This is an optimization exercise on Yosys and OpenROAD, whose aim is small area and a short achievable clock period, not a production implementation. RTL that was checked went through simulation tests only; none was proved equivalent to the original. Power is estimated from default activity; no workload was simulated.

==> flow/design.v <==
module convolution(
input        clk,
input [71:0] pixel_data_in,
input        pixel_data_valid_in,
output reg [7:0] convolved_data_out,
output reg   convolved_data_valid_out
);
wire [7:0] p0 = pixel_data_in[7:0];
wire [7:0] p1 = pixel_data_in[15:8];
wire [7:0] p2 = pixel_data_in[23:16];
wire [7:0] p3 = pixel_data_in[31:24];
wire [7:0] p5 = pixel_data_in[47:40];
wire [7:0] p6 = pixel_data_in[55:48];
wire [7:0] p7 = pixel_data_in[63:56];
wire [7:0] p8 = pixel_data_in[71:64];
reg [8:0] a, b, c, d;
reg       valid1;
always @(posedge clk) begin
    a <= {1'b0, p0} - {1'b0, p8};
    b <= {1'b0, p6} - {1'b0, p2};
    c <= {1'b0, p3} - {1'b0, p5};
    d <= {1'b0, p1} - {1'b0, p7};
    valid1 <= pixel_data_valid_in;
end
wire [10:0] ae = {{2{a[8]}}, a};
wire [10:0] be = {{2{b[8]}}, b};
wire [10:0] ce = {{2{c[8]}}, c};
wire [10:0] de = {{2{d[8]}}, d};
reg [10:0] gx, gy;
reg        valid2;
always @(posedge clk) begin
    gx <= ae + be + {ce[9:0], 1'b0};
    gy <= ae - be + {de[9:0], 1'b0};
    valid2 <= valid1;
end
wire m64x = &gx[10:6] & ~|gx[5:0];
wire m64y = &gy[10:6] & ~|gy[5:0];
wire bigx = ~(&gx[10:6] | ~|gx[10:6]) | m64x;
wire bigy = ~(&gy[10:6] | ~|gy[10:6]) | m64y;
localparam [895:0] TX_TABLE = 896'h7efdfbf7ef9f3e7cf9f3e7af5ebd78f1e3c76edd3a74e5cb870ddbb66ad5a3466c98b060bd72d58ad5294e992a44480f9d3664b1420302800a308142c64d9d3e811244a993a954ad62d5cbd83062c99b468d5ab66eddc3872e5d3a74eddbc78f1e3d7af5ebe7cf9f3e7cf9fbf7efdfbf;
wire [6:0] tx = TX_TABLE[7*gx[6:0] +: 7];
wire [6:0] xy = gy[6:0] ^ {7{gy[10]}};
wire [7:0] cmp = {1'b0, xy} + {1'b0, ~tx} + {7'b0, gy[10]};
wire is_edge = bigx | bigy | cmp[7];
always @(posedge clk) begin
    convolved_data_out <= {8{is_edge}};
    convolved_data_valid_out <= valid2;
end
endmodule
export LEC_CHECK = 0
export CAP_MARGIN = 20
export CORE_MARGIN = 2
export CORE_UTILIZATION = 40
export SETUP_SLACK_MARGIN = 3.3
export SLEW_MARGIN = 20
export TNS_END_PERCENT = 10
create_clock -name core_clock -period 5.5 [get_ports {clk}]
standard.sh (not shown) runs the stock make flow with config.mk's settings and CLKGATE_MAP_FILE= SYNTH_SCRIPT=/design/flow/synth_recipe.tcl, a recipe that flattens the netlist after the stock synthesis.
==> flow/flow/run.sh <==
#!/bin/bash
# Own flow: the standard synthesis, then its combinational logic re-mapped by ABC for area
# (registers, their names and cell types kept as the standard synthesis made them), then the
# standard ORFS layout of that netlist with buf_1 port buffers.
set -euo pipefail
W=$PWD
R=orfs/results/sky130hd/convolution/base
YOSYS=$FLOW_HOME/../tools/install/yosys/bin/yosys
[ -x "$YOSYS" ] || YOSYS=yosys
LIB=$FLOW_HOME/platforms/sky130hd/lib/sky130_fd_sc_hd__tt_025C_1v80.lib

bash standard.sh synth > std_synth.log 2>&1
cp $R/1_2_yosys.v std_netlist.v
DU=$(grep -o -- "-dont_use [^ ]*" orfs/logs/sky130hd/convolution/base/1_2_yosys.log | sort -u | tr '\n' ' ')
mv orfs orfs_std

cat > resynth.ys <<EOT
read_liberty -ignore_miss_func $LIB
blackbox sky130_fd_sc_hd__df* sky130_fd_sc_hd__conb_*
read_verilog std_netlist.v
hierarchy -top $FLOW_TOP
flatten
opt_clean -purge
opt -fast
abc -script $W/flow/resynth.abc -liberty $LIB $DU
opt_clean -purge
hilomap -singleton -hicell sky130_fd_sc_hd__conb_1 HI -locell sky130_fd_sc_hd__conb_1 LO
splitnets
opt_clean -purge
stat -liberty $LIB
write_verilog -noattr -noexpr -nohex -nodec resynth.v
EOT
$YOSYS -s resynth.ys > resynth.log 2>&1

bash standard.sh SYNTH_NETLIST_FILES=$W/resynth.v \
  BUFFER_PORTS_ARGS="-buffer_cell sky130_fd_sc_hd__buf_1" finish > flow_layout.log 2>&1
==> flow/flow/resynth.abc <==
strash
ifraig
scorr
dc2
dch -f
map -a
topo
strash
dch -f
map -D 1000
topo
strash
dch -f
map -D 1000
topo
The first run finished clean.
Next try:
--- a/flow/design.v
+++ b/flow/design.v
@@ -30,20 +30,20 @@
 reg        valid2;
 always @(posedge clk) begin
     gx <= ae + be + {ce[9:0], 1'b0};
     gy <= ae - be + {de[9:0], 1'b0};
     valid2 <= valid1;
 end
-wire m64x = &gx[10:6] & ~|gx[5:0];
-wire m64y = &gy[10:6] & ~|gy[5:0];
-wire bigx = ~(&gx[10:6] | ~|gx[10:6]) | m64x;
-wire bigy = ~(&gy[10:6] | ~|gy[10:6]) | m64y;
-localparam [895:0] TX_TABLE = 896'h7efdfbf7ef9f3e7cf9f3e7af5ebd78f1e3c76edd3a74e5cb870ddbb66ad5a3466c98b060bd72d58ad5294e992a44480f9d3664b1420302800a308142c64d9d3e811244a993a954ad62d5cbd83062c99b468d5ab66eddc3872e5d3a74eddbc78f1e3d7af5ebe7cf9f3e7cf9fbf7efdfbf;
-wire [6:0] tx = TX_TABLE[7*gx[6:0] +: 7];
-wire [6:0] xy = gy[6:0] ^ {7{gy[10]}};
-wire [7:0] cmp = {1'b0, xy} + {1'b0, ~tx} + {7'b0, gy[10]};
-wire is_edge = bigx | bigy | cmp[7];
+wire bigx = ~(&gx[10:6] | ~|gx[10:6]) | (&gx[10:6] & ~|gx[5:0]);
+wire bigy = ~(&gy[10:6] | ~|gy[10:6]) | (&gy[10:6] & ~|gy[5:0]);
+wire pi = gx[0];
+localparam [767:0] T_TABLE = 768'h7df7de79e79e75d75c71c6db6996585d65544d240f34a1c208728d3d049351559761965a6db71c71d75d79e79e79f7df7df7df7df79e79e75d71c6db69a6585d65544d240e30a18018a30e4124d45565d865a69b6dc71d75e79e79f7df7df7df;
+wire [5:0] tx = T_TABLE[6*{pi, gx[6:1]} +: 6];
+wire sy = gy[6];
+wire [4:0] my = gy[5:1] ^ {5{sy}};
+wire [6:0] cmp = {2'b0, my} + {1'b0, ~tx} + {6'b0, sy & ~pi};
+wire is_edge = bigx | bigy | cmp[6];
 always @(posedge clk) begin
     convolved_data_out <= {8{is_edge}};
     convolved_data_valid_out <= valid2;
 end
 endmodule
What happened: Setup slack gets worse by 200 ps; via count is higher slightly; die area is lower slightly; clock skew is about the same; worst hold slack stays flat; sequential power is higher slightly; power is higher by a few percent.
Only the layout flow was run in the second run of this note; the RTL was not checked for function there.

[static timing again, ports no longer ideal]
The flow's constraints put no driver on any port. The routed layouts listed below were extracted and timed again, unchanged, in two steps. Step 1, drivers: a clkbuf_16 drives clk and a buf_2 each remaining input, both assumed. Step 2 times the ports against the registers' clock, not the clock port: input delays grow and output delays shrink by t, the midpoint of the rising clock arrivals with the driver on. Three values: ideal ports, drivers, drivers and shift; two values: the first two.
| run | t (ns) | setup WS [ns] | cell pins on the clock port's net |
|---|---|---|---|
| the first run | 0.351 | 3.372 / 3.379 / 3.028 | 1 |
| the second run | 0.353 | 3.177 / 3.163 / 2.810 | 1 |
After both steps every run listed still meets setup and hold. The setup slack of the second run, which loses most, moves by -0.014 ns with the drivers and by -0.367 ns with both steps.
